Source: an optimization exercise on an open RTL-to-GDS flow (aim: small area, a short achievable clock period and few clock cycles per item). Production flows keep margins and buffers that such runs may drop.
RTL that was checked went through simulation tests only; none was proved equivalent to the original.

==> build 14 <==
==> flow/design.v (excerpt) <==
module main (
    input wire [15:0] v, x,
    input wire clk, reset, start,
    output wire done,
    output wire [15:0] final_result
);
    reg [5:0] p;
    reg done_r;
    reg [14:0] X2;
    reg [14:0] T;    
    reg [15:0] F;
    wire [9:0] u1;
    pre85 p85 (.X2(T), .u1(u1));    
    wire [8:0] a23;
    pre2 p23 (.T(T[13:0]), .s(p[2]), .q(a23));
    wire [8:0] t9 = T[8:0];
    wire k1 = (t9 != 9'd0), k2 = (t9 >= 9'd90), k3 = (t9 >= 9'd179);
    wire k4 = (t9 >= 9'd268), k5 = (t9 >= 9'd357), k6 = (t9 >= 9'd446);
    wire [2:0] a4 = {k4, (k2 & ~k4) | k6, (k1 & ~k2) | (k3 & ~k4) | (k5 & ~k6)};
    wire [13:0] ra = p[1] ? 14'd2048 : F[13:0];
    wire [13:0] rb = p[1] ? {1'b1, ~T[14:1]} : T[13:0];
    wire [14:0] rc;
    wire [13:0] acc_n;
    assign rc[0] = p[1] & ~T[0];
    genvar i;
    generate
        for (i = 0; i < 14; i = i + 1) begin : rip
            assign acc_n[i] = ra[i] ^ rb[i] ^ rc[i];
            assign rc[i+1] = (ra[i] & rb[i]) | (ra[i] & rc[i]) | (rb[i] & rc[i]);
        end
    endgenerate
    wire [13:0] accf = F[13:0] + T[13:0];
    wire [13:0] A = ({14{p[0]}} & x[13:0]) | ({14{p[1]}} & {4'b0, u1}) |
                    ({14{p[2] | p[3]}} & {5'b0, a23}) | ({14{p[4]}} & {11'b0, a4}) |
                    ({14{p[5]}} & accf);
    wire [15:0] B = ({16{p[0]}} & {{2{x[13]}}, x[13:0]}) | ({16{p[5]}} & v) |
                    ({16{~p[0] & ~p[5]}} & {1'b0, X2});
    wire [15:0] P;
    bmul mul (.a(A), .b(B), .neg(p[2] | p[4]), .p(P));
    always @(posedge clk) begin
  ...
==> module main, before the edit <==
module main (
    input wire [15:0] v, x,
    input wire clk, reset, start,
    output wire done,
    output wire [15:0] final_result
);
    reg [5:0] p;
    reg done_r;
    reg [14:0] X2;
    reg [14:0] T;    
    reg [15:0] F;
    wire [9:0] u1;
    pre85 p85 (.X2(T), .u1(u1));    
    wire [8:0] a23;
    pre2 p23 (.T(T[13:0]), .s(p[2]), .q(a23));
    wire [8:0] t9 = T[8:0];
    wire k1 = (t9 != 9'd0), k2 = (t9 >= 9'd90), k3 = (t9 >= 9'd179);
    wire k4 = (t9 >= 9'd268), k5 = (t9 >= 9'd357), k6 = (t9 >= 9'd446);
    wire [2:0] a4 = {k4, (k2 & ~k4) | k6, (k1 & ~k2) | (k3 & ~k4) | (k5 & ~k6)};
    wire [13:0] ra = p[1] ? 14'd2048 : F[13:0];
    wire [13:0] rb = p[1] ? {1'b1, ~T[14:1]} : T[13:0];
    wire [14:0] rc;
    wire [13:0] acc_n;
    assign rc[0] = p[1] & ~T[0];
    genvar i;
    generate
        for (i = 0; i < 14; i = i + 1) begin : rip
            assign acc_n[i] = ra[i] ^ rb[i] ^ rc[i];
            assign rc[i+1] = (ra[i] & rb[i]) | (ra[i] & rc[i]) | (rb[i] & rc[i]);
        end
    endgenerate
    wire [13:0] accf = F[13:0] + T[13:0];
    wire [13:0] A = ({14{p[0]}} & x[13:0]) | ({14{p[1]}} & {4'b0, u1}) |
                    ({14{p[2] | p[3]}} & {5'b0, a23}) | ({14{p[4]}} & {11'b0, a4}) |
                    ({14{p[5]}} & accf);
    wire [15:0] B = ({16{p[0]}} & {{2{x[13]}}, x[13:0]}) | ({16{p[5]}} & v) |
                    ({16{~p[0] & ~p[5]}} & {1'b0, X2});
    wire [15:0] P;
    bmul mul (.a(A), .b(B), .neg(p[2] | p[4]), .p(P));
    always @(posedge clk) begin
        if (reset) begin
            p <= 6'b000001;
            done_r <= 1'b0;
        end else begin
            if (p[0]) begin
                if (start) begin p <= 6'b000010; done_r <= 1'b0; end
            end else begin
                p <= {p[4:0], p[5]};
                if (p[5]) done_r <= 1'b1;
            end
        end
    end
    always @(posedge clk) begin
        if (p[0]) X2 <= P[14:0];
        T <= P[14:0];
        if (p[5]) F <= P;
        else if (!p[0]) F[13:0] <= acc_n;
    end
    assign done = done_r;
    assign final_result = F;
endmodule
clock: 13.0 ns
lec_check: 0
abc_area: 1
cap_margin: 20
core_margin: 2
core_utilization: 40
setup_slack_margin: 4.0
slew_margin: 20
standard.sh (not shown) runs the stock make flow with config.mk's settings and CLKGATE_MAP_FILE= SYNTH_SCRIPT=/design/flow/synth_recipe.tcl, a recipe that flattens the netlist after the stock synthesis.
==> flow/flow/run.sh <==
#!/bin/bash
# The standard layout (standard.sh) with two changes:
#  - the ports get plain buf_2 buffers instead of the delay cells buffer_ports
#    picks by default (every port still gets its buffer);
#  - after the standard synthesis, flow/polopt.py chooses the polarity of each
#    full-adder cell (a full adder is self-dual) so that fewer inverters are
#    needed between adder cells, and rebuilds a half adder from plain gates
#    (xnor2, nand2) where its outputs are wanted inverted. Registers and their
#    names are untouched.
# Each tool's output goes to its own log file in this folder.
set -euo pipefail
export BUFFER_PORTS_ARGS="-buffer_cell sky130_fd_sc_hd__buf_2"
RES="$PWD/orfs/results/sky130hd/main/base"
bash standard.sh "$RES/1_2_yosys.v" > synth.log 2>&1
python3 flow/polopt.py "$RES/1_2_yosys.v" "$RES/1_2_yosys_pol.v" > polopt.log 2>&1
mv "$RES/1_2_yosys_pol.v" "$RES/1_2_yosys.v"
bash standard.sh > standard_flow.log 2>&1
Other scripts of this flow, unchanged in this note and not shown: flow/flow/polopt.py
==> trial 37: changes against build 14 <==
--- a/flow/design.v
+++ b/flow/design.v
@@ -428,24 +428,133 @@
     wire w73 = X2[14] ^ w43 ^ w42;
     wire w74 = (X2[14] & w43) | (X2[14] & w42) | (w43 & w42);
     wire w75 = X2[11] ^ X2[13] ^ w44;
     wire w76 = (X2[11] & X2[13]) | (X2[11] & w44) | (X2[13] & w44);
     wire w77 = X2[12] ^ X2[14];
     wire w78 = X2[12] & X2[14];
-    wire [20:0] sx = {X2[14], w78, w76, w74, w72, w70, w68, w66, w64, w62, w60, w58, w56, w54, w52, w50, w48, w46, w45, X2[1], X2[0]};
-    wire [20:0] sy = {1'b0, X2[13], w77, w75, w73, w71, w69, w67, w65, w63, w61, w59, w57, w55, w53, w51, w49, w47, X2[0], 1'b0, X2[0]};
-    wire [20:0] sum = sx + sy;
-    assign u1 = sum[20:11];
+    wire w79 = X2[0] & X2[0];
+    wire w80 = X2[0] ^ X2[0];
+    wire w81 = w45 & X2[0];
+    wire w82 = w45 ^ X2[0];
+    wire w83 = w46 & w47;
+    wire w84 = w46 ^ w47;
+    wire w85 = w48 & w49;
+    wire w86 = w48 ^ w49;
+    wire w87 = w50 & w51;
+    wire w88 = w50 ^ w51;
+    wire w89 = w52 & w53;
+    wire w90 = w52 ^ w53;
+    wire w91 = w54 & w55;
+    wire w92 = w54 ^ w55;
+    wire w93 = w56 & w57;
+    wire w94 = w56 ^ w57;
+    wire w95 = w58 & w59;
+    wire w96 = w58 ^ w59;
+    wire w97 = w60 & w61;
+    wire w98 = w60 ^ w61;
+    wire w99 = w62 & w63;
+    wire w100 = w62 ^ w63;
+    wire w101 = w64 & w65;
+    wire w102 = w64 ^ w65;
+    wire w103 = w66 & w67;
+    wire w104 = w66 ^ w67;
+    wire w105 = w68 & w69;
+    wire w106 = w68 ^ w69;
+    wire w107 = w70 & w71;
+    wire w108 = w70 ^ w71;
+    wire w109 = w72 & w73;
+    wire w110 = w72 ^ w73;
+    wire w111 = w74 & w75;
+    wire w112 = w74 ^ w75;
+    wire w113 = w76 & w77;
+    wire w114 = w76 ^ w77;
+    wire w115 = w78 & X2[13];
+    wire w116 = w78 ^ X2[13];
+    wire w117 = X2[1] & w79;
+    wire w118 = w83 | (w84 & w81);
+    wire w119 = w84 & w82;
+    wire w120 = w87 | (w88 & w85);
+    wire w121 = w88 & w86;
+    wire w122 = w91 | (w92 & w89);
+    wire w123 = w92 & w90;
+    wire w124 = w95 | (w96 & w93);
+    wire w125 = w96 & w94;
+    wire w126 = w99 | (w100 & w97);
+    wire w127 = w100 & w98;
+    wire w128 = w103 | (w104 & w101);
+    wire w129 = w104 & w102;
+    wire w130 = w107 | (w108 & w105);
+    wire w131 = w108 & w106;
+    wire w132 = w111 | (w112 & w109);
+    wire w133 = w112 & w110;
+    wire w134 = w115 | (w116 & w113);
+    wire w135 = w116 & w114;
+    wire w136 = w81 | (w82 & w117);
+    wire w137 = w118 | (w119 & w117);
+    wire w138 = w89 | (w90 & w120);
+    wire w139 = w90 & w121;
+    wire w140 = w122 | (w123 & w120);
+    wire w141 = w123 & w121;
+    wire w142 = w97 | (w98 & w124);
+    wire w143 = w98 & w125;
+    wire w144 = w126 | (w127 & w124);
+    wire w145 = w127 & w125;
+    wire w146 = w105 | (w106 & w128);
+    wire w147 = w106 & w129;
+    wire w148 = w130 | (w131 & w128);
+    wire w149 = w131 & w129;
+    wire w150 = w113 | (w114 & w132);
+    wire w151 = w114 & w133;
+    wire w152 = w134 | (w135 & w132);
+    wire w153 = w135 & w133;
+    wire w154 = w85 | (w86 & w137);
+    wire w155 = w120 | (w121 & w137);
+    wire w156 = w138 | (w139 & w137);
+    wire w157 = w140 | (w141 & w137);
+    wire w158 = w101 | (w102 & w144);
+    wire w159 = w102 & w145;
+    wire w160 = w128 | (w129 & w144);
+    wire w161 = w129 & w145;
+    wire w162 = w146 | (w147 & w144);
+    wire w163 = w147 & w145;
+    wire w164 = w148 | (w149 & w144);
+    wire w165 = w149 & w145;
+    wire w166 = X2[14] & w152;
+    wire w167 = X2[14] & w153;
+    wire w168 = w93 | (w94 & w157);
+    wire w169 = w124 | (w125 & w157);
+    wire w170 = w142 | (w143 & w157);
+    wire w171 = w144 | (w145 & w157);
+    wire w172 = w158 | (w159 & w157);
+    wire w173 = w160 | (w161 & w157);
+    wire w174 = w162 | (w163 & w157);
+    wire w175 = w164 | (w165 & w157);
+    wire w176 = w109 | (w110 & w175);
+    wire w177 = w132 | (w133 & w175);
+    wire w178 = w150 | (w151 & w175);
+    wire w179 = w152 | (w153 & w175);
+    wire w180 = w166 | (w167 & w175);
+    wire w181 = w100 ^ w170;
+    wire w182 = w102 ^ w171;
+    wire w183 = w104 ^ w172;
+    wire w184 = w106 ^ w173;
+    wire w185 = w108 ^ w174;
+    wire w186 = w110 ^ w175;
+    wire w187 = w112 ^ w176;
+    wire w188 = w114 ^ w177;
+    wire w189 = w116 ^ w178;
+    wire w190 = X2[14] ^ w179;
+    assign u1 = {w190, w189, w188, w187, w186, w185, w184, w183, w182, w181};
 endmodule
 module pre2 (
     input wire [13:0] T,
     input wire s,
     output wire [8:0] q
 );
     wire [13:0] Tn = T ^ {14{~s}};
-    wire sgn = ~s & Tn[13];
+    wire sx = ~s & Tn[13];
     wire m3 = ~s & Tn[0];
     wire m4 = s ? T[0] : Tn[1];
     wire m5 = s ? T[1] : Tn[2];
     wire m6 = s ? T[2] : Tn[3];
     wire m7 = s ? T[3] : Tn[4];
     wire m8 = s ? T[4] : Tn[5];
@@ -454,13 +563,13 @@
     wire m11 = s ? T[7] : Tn[8];
     wire m12 = s ? T[8] : Tn[9];
     wire m13 = s ? T[9] : Tn[10];
     wire m14 = s ? T[10] : Tn[11];
     wire m15 = s ? T[11] : Tn[12];
     wire m16 = s ? T[12] : Tn[13];
-    wire m17 = s ? T[13] : sgn;
+    wire m17 = s ? T[13] : sx;
     wire w1 = s ^ ~s;
     wire w2 = s & ~s;
     wire w3 = s ^ m4;
     wire w4 = s & m4;
     wire w5 = s ^ m5;
     wire w6 = s & m5;
@@ -495,20 +604,20 @@
     wire w35 = m11 ^ Tn[11];
     wire w36 = m11 & Tn[11];
     wire w37 = m12 ^ Tn[12];
     wire w38 = m12 & Tn[12];
     wire w39 = m13 ^ Tn[13];
     wire w40 = m13 & Tn[13];
-    wire w41 = m14 ^ sgn;
-    wire w42 = m14 & sgn;
-    wire w43 = m15 ^ sgn;
-    wire w44 = m15 & sgn;
-    wire w45 = m16 ^ sgn;
-    wire w46 = m16 & sgn;
-    wire w47 = m17 ^ sgn;
-    wire w48 = m17 & sgn;
+    wire w41 = m14 ^ sx;
+    wire w42 = m14 & sx;
+    wire w43 = m15 ^ sx;
+    wire w44 = m15 & sx;
+    wire w45 = m16 ^ sx;
+    wire w46 = m16 & sx;
+    wire w47 = m17 ^ sx;
+    wire w48 = m17 & sx;
     wire w49 = w13 & Tn[0];
     wire w50 = w13 ^ Tn[0];
     wire w51 = w14 & w15;
     wire w52 = w14 ^ w15;
     wire w53 = w16 & w17;
     wire w54 = w16 ^ w17;
@@ -612,35 +721,35 @@
     output wire done,
     output wire [15:0] final_result
 );
     reg [5:0] p;
     reg done_r;
     reg [14:0] X2;
-    reg [14:0] T;    
+    reg [13:0] T;
     reg [15:0] F;
     wire [9:0] u1;
-    pre85 p85 (.X2(T), .u1(u1));    
+    pre85 p85 (.X2(X2), .u1(u1));
     wire [8:0] a23;
-    pre2 p23 (.T(T[13:0]), .s(p[2]), .q(a23));
+    pre2 p23 (.T(T), .s(p[2]), .q(a23));
     wire [8:0] t9 = T[8:0];
     wire k1 = (t9 != 9'd0), k2 = (t9 >= 9'd90), k3 = (t9 >= 9'd179);
     wire k4 = (t9 >= 9'd268), k5 = (t9 >= 9'd357), k6 = (t9 >= 9'd446);
     wire [2:0] a4 = {k4, (k2 & ~k4) | k6, (k1 & ~k2) | (k3 & ~k4) | (k5 & ~k6)};
     wire [13:0] ra = p[1] ? 14'd2048 : F[13:0];
-    wire [13:0] rb = p[1] ? {1'b1, ~T[14:1]} : T[13:0];
+    wire [13:0] rb = p[1] ? {1'b1, ~X2[14:1]} : T;
     wire [14:0] rc;
     wire [13:0] acc_n;
-    assign rc[0] = p[1] & ~T[0];
+    assign rc[0] = p[1] & ~X2[0];
     genvar i;
     generate
         for (i = 0; i < 14; i = i + 1) begin : rip
             assign acc_n[i] = ra[i] ^ rb[i] ^ rc[i];
             assign rc[i+1] = (ra[i] & rb[i]) | (ra[i] & rc[i]) | (rb[i] & rc[i]);
         end
     endgenerate
-    wire [13:0] accf = F[13:0] + T[13:0];
+    wire [13:0] accf = F[13:0] + T;
     wire [13:0] A = ({14{p[0]}} & x[13:0]) | ({14{p[1]}} & {4'b0, u1}) |
                     ({14{p[2] | p[3]}} & {5'b0, a23}) | ({14{p[4]}} & {11'b0, a4}) |
                     ({14{p[5]}} & accf);
     wire [15:0] B = ({16{p[0]}} & {{2{x[13]}}, x[13:0]}) | ({16{p[5]}} & v) |
                     ({16{~p[0] & ~p[5]}} & {1'b0, X2});
     wire [15:0] P;
@@ -657,13 +766,13 @@
                 if (p[5]) done_r <= 1'b1;
             end
         end
     end
     always @(posedge clk) begin
         if (p[0]) X2 <= P[14:0];
-        T <= P[14:0];
+        T <= P[13:0];
         if (p[5]) F <= P;
         else if (!p[0]) F[13:0] <= acc_n;
     end
     assign done = done_r;
     assign final_result = F;
 endmodule
Settings changed: SETUP_SLACK_MARGIN 4.0 to 3.0.
==> build 22: changes against build 14 <==
--- a/flow/design.v
+++ b/flow/design.v
@@ -612,35 +612,35 @@
     output wire done,
     output wire [15:0] final_result
 );
     reg [5:0] p;
     reg done_r;
     reg [14:0] X2;
-    reg [14:0] T;    
+    reg [13:0] T;
     reg [15:0] F;
     wire [9:0] u1;
-    pre85 p85 (.X2(T), .u1(u1));    
+    pre85 p85 (.X2(X2), .u1(u1));
     wire [8:0] a23;
-    pre2 p23 (.T(T[13:0]), .s(p[2]), .q(a23));
+    pre2 p23 (.T(T), .s(p[2]), .q(a23));
     wire [8:0] t9 = T[8:0];
     wire k1 = (t9 != 9'd0), k2 = (t9 >= 9'd90), k3 = (t9 >= 9'd179);
     wire k4 = (t9 >= 9'd268), k5 = (t9 >= 9'd357), k6 = (t9 >= 9'd446);
     wire [2:0] a4 = {k4, (k2 & ~k4) | k6, (k1 & ~k2) | (k3 & ~k4) | (k5 & ~k6)};
     wire [13:0] ra = p[1] ? 14'd2048 : F[13:0];
-    wire [13:0] rb = p[1] ? {1'b1, ~T[14:1]} : T[13:0];
+    wire [13:0] rb = p[1] ? {1'b1, ~X2[14:1]} : T;
     wire [14:0] rc;
     wire [13:0] acc_n;
-    assign rc[0] = p[1] & ~T[0];
+    assign rc[0] = p[1] & ~X2[0];
     genvar i;
     generate
         for (i = 0; i < 14; i = i + 1) begin : rip
             assign acc_n[i] = ra[i] ^ rb[i] ^ rc[i];
             assign rc[i+1] = (ra[i] & rb[i]) | (ra[i] & rc[i]) | (rb[i] & rc[i]);
         end
     endgenerate
-    wire [13:0] accf = F[13:0] + T[13:0];
+    wire [13:0] accf = F[13:0] + T;
     wire [13:0] A = ({14{p[0]}} & x[13:0]) | ({14{p[1]}} & {4'b0, u1}) |
                     ({14{p[2] | p[3]}} & {5'b0, a23}) | ({14{p[4]}} & {11'b0, a4}) |
                     ({14{p[5]}} & accf);
     wire [15:0] B = ({16{p[0]}} & {{2{x[13]}}, x[13:0]}) | ({16{p[5]}} & v) |
                     ({16{~p[0] & ~p[5]}} & {1'b0, X2});
     wire [15:0] P;
@@ -657,13 +657,13 @@
                 if (p[5]) done_r <= 1'b1;
             end
         end
     end
     always @(posedge clk) begin
         if (p[0]) X2 <= P[14:0];
-        T <= P[14:0];
+        T <= P[13:0];
         if (p[5]) F <= P;
         else if (!p[0]) F[13:0] <= acc_n;
     end
     assign done = done_r;
     assign final_result = F;
 endmodule
Settings changed: SETUP_SLACK_MARGIN 4.0 to 3.5.
==> build 75: changes against build 14 <==
--- a/flow/design.v
+++ b/flow/design.v
@@ -612,35 +612,35 @@
     output wire done,
     output wire [15:0] final_result
 );
     reg [5:0] p;
     reg done_r;
     reg [14:0] X2;
-    reg [14:0] T;    
+    reg [13:0] T;
     reg [15:0] F;
     wire [9:0] u1;
-    pre85 p85 (.X2(T), .u1(u1));    
+    pre85 p85 (.X2(X2), .u1(u1));
     wire [8:0] a23;
-    pre2 p23 (.T(T[13:0]), .s(p[2]), .q(a23));
+    pre2 p23 (.T(T), .s(p[2]), .q(a23));
     wire [8:0] t9 = T[8:0];
     wire k1 = (t9 != 9'd0), k2 = (t9 >= 9'd90), k3 = (t9 >= 9'd179);
     wire k4 = (t9 >= 9'd268), k5 = (t9 >= 9'd357), k6 = (t9 >= 9'd446);
     wire [2:0] a4 = {k4, (k2 & ~k4) | k6, (k1 & ~k2) | (k3 & ~k4) | (k5 & ~k6)};
     wire [13:0] ra = p[1] ? 14'd2048 : F[13:0];
-    wire [13:0] rb = p[1] ? {1'b1, ~T[14:1]} : T[13:0];
+    wire [13:0] rb = p[1] ? {1'b1, ~X2[14:1]} : T;
     wire [14:0] rc;
     wire [13:0] acc_n;
-    assign rc[0] = p[1] & ~T[0];
+    assign rc[0] = p[1] & ~X2[0];
     genvar i;
     generate
         for (i = 0; i < 14; i = i + 1) begin : rip
             assign acc_n[i] = ra[i] ^ rb[i] ^ rc[i];
             assign rc[i+1] = (ra[i] & rb[i]) | (ra[i] & rc[i]) | (rb[i] & rc[i]);
         end
     endgenerate
-    wire [13:0] accf = F[13:0] + T[13:0];
+    wire [13:0] accf = F[13:0] + T;
     wire [13:0] A = ({14{p[0]}} & x[13:0]) | ({14{p[1]}} & {4'b0, u1}) |
                     ({14{p[2] | p[3]}} & {5'b0, a23}) | ({14{p[4]}} & {11'b0, a4}) |
                     ({14{p[5]}} & accf);
     wire [15:0] B = ({16{p[0]}} & {{2{x[13]}}, x[13:0]}) | ({16{p[5]}} & v) |
                     ({16{~p[0] & ~p[5]}} & {1'b0, X2});
     wire [15:0] P;
@@ -657,13 +657,13 @@
                 if (p[5]) done_r <= 1'b1;
             end
         end
     end
     always @(posedge clk) begin
         if (p[0]) X2 <= P[14:0];
-        T <= P[14:0];
+        T <= P[13:0];
         if (p[5]) F <= P;
         else if (!p[0]) F[13:0] <= acc_n;
     end
     assign done = done_r;
     assign final_result = F;
 endmodule
==> flow_metrics.tcl <==
set metrics [dict create \
    multi_input_area_share_pct 75.7 \
    use_met1_pct 36.2 \
    fin_cells 2115 \
    drive_above_1_share_pct 8.12 \
    dieWidth_um 177 \
    cp_num_cells 35 \
    vias_per_cell 5.43 \
    final_core_util_pct 43.0 \
    cp-start-kind "register" \
    status "no timing/DRC/antenna violations" \
    signal_buffers 60 \
    met2_wirelength_um 17400 \
    synth_area_mm2 0.0119 \
    rsz0062_at_grt "false" \
]
[end of results for trial 37]
==> flow_metrics.tcl <==
set metrics [dict create \
    use_met1_pct 33.1 \
    status "no timing/DRC/antenna violations" \
    synth_area_mm2 0.0119 \
    cts_buffers 5 \
    cp-start-kind "register" \
    drive_above_1_share_pct 6.07 \
    dieWidth_um 176 \
    met2_wirelength_um 18900 \
    final_core_util_pct 43.2 \
    rsz0062_at_grt "false" \
    vias_per_cell 5.38 \
    signal_buffers 66 \
    fin_cells 2137 \
]
[end of results for build 22]
==> flow_metrics.tcl <==
set metrics [dict create \
    use_met1_pct 33.1 \
    met2_wirelength_um 18700 \
    synth_area_mm2 0.0119 \
    cp_num_cells 27 \
    signal_buffers 72 \
    fin_cells 2143 \
    final_core_util_pct 43.4 \
    rsz0062_at_grt "false" \
    status "no timing/DRC/antenna violations" \
    drive_above_1_share_pct 6.56 \
]
[end of results for build 75]
==> flow_metrics.tcl <==
set metrics [dict create \
    final_core_util_pct 43.4 \
    dieWidth_um 178 \
    drive_above_1_share_pct 8.09 \
    multi_input_area_share_pct 75.3 \
    use_met1_pct 34.5 \
    met2_wirelength_um 17500 \
    status "no timing/DRC/antenna violations" \
    vias_per_cell 5.41 \
]
[end of results for build 14]
Testbench counts of build 22, summed over its fixed seeds: cycles 14,400, items 2,400.
Testbench counts of build 75, summed over its fixed seeds: cycles 14,400, items 2,400.
For build 14 and trial 37, only the layout was checked, not whether the RTL still works.

[port drivers added, routing unchanged]
The results above use ideal ports. As a check the final layouts listed here were re-extracted and re-timed, cells and wires unchanged.
Step 1 sets driving cells, clkbuf_16 on the clock port and buf_2 on the other inputs (assumed; they add their load-dependent delay and slew).
Step 2 also shifts input and output timing later by t, the mid clock arrival at the registers, as if the neighbouring blocks saw the same clock.
Slacks: ideal ports / drivers / drivers and shift; pairs: ideal ports / drivers.
| run | t, ns | setup slack, ns | clock arrival spread, ns |
|---|---|---|---|
| build 14 | 0.342 | 4.543 / 4.543 / 4.360 | 0.014 / 0.014 |
| trial 37 | 0.335 | 3.996 / 3.996 / 3.996 | 0.005 / 0.005 |
| build 22 | 0.338 | 4.191 / 4.191 / 4.163 | 0.009 / 0.009 |
| build 75 | 0.337 | 4.580 / 4.596 / 4.259 | 0.009 / 0.008 |
After both steps every run listed still meets setup and hold. The setup slack of build 75, which loses most, moves by +0.016 ns with the drivers and by -0.321 ns with both steps.
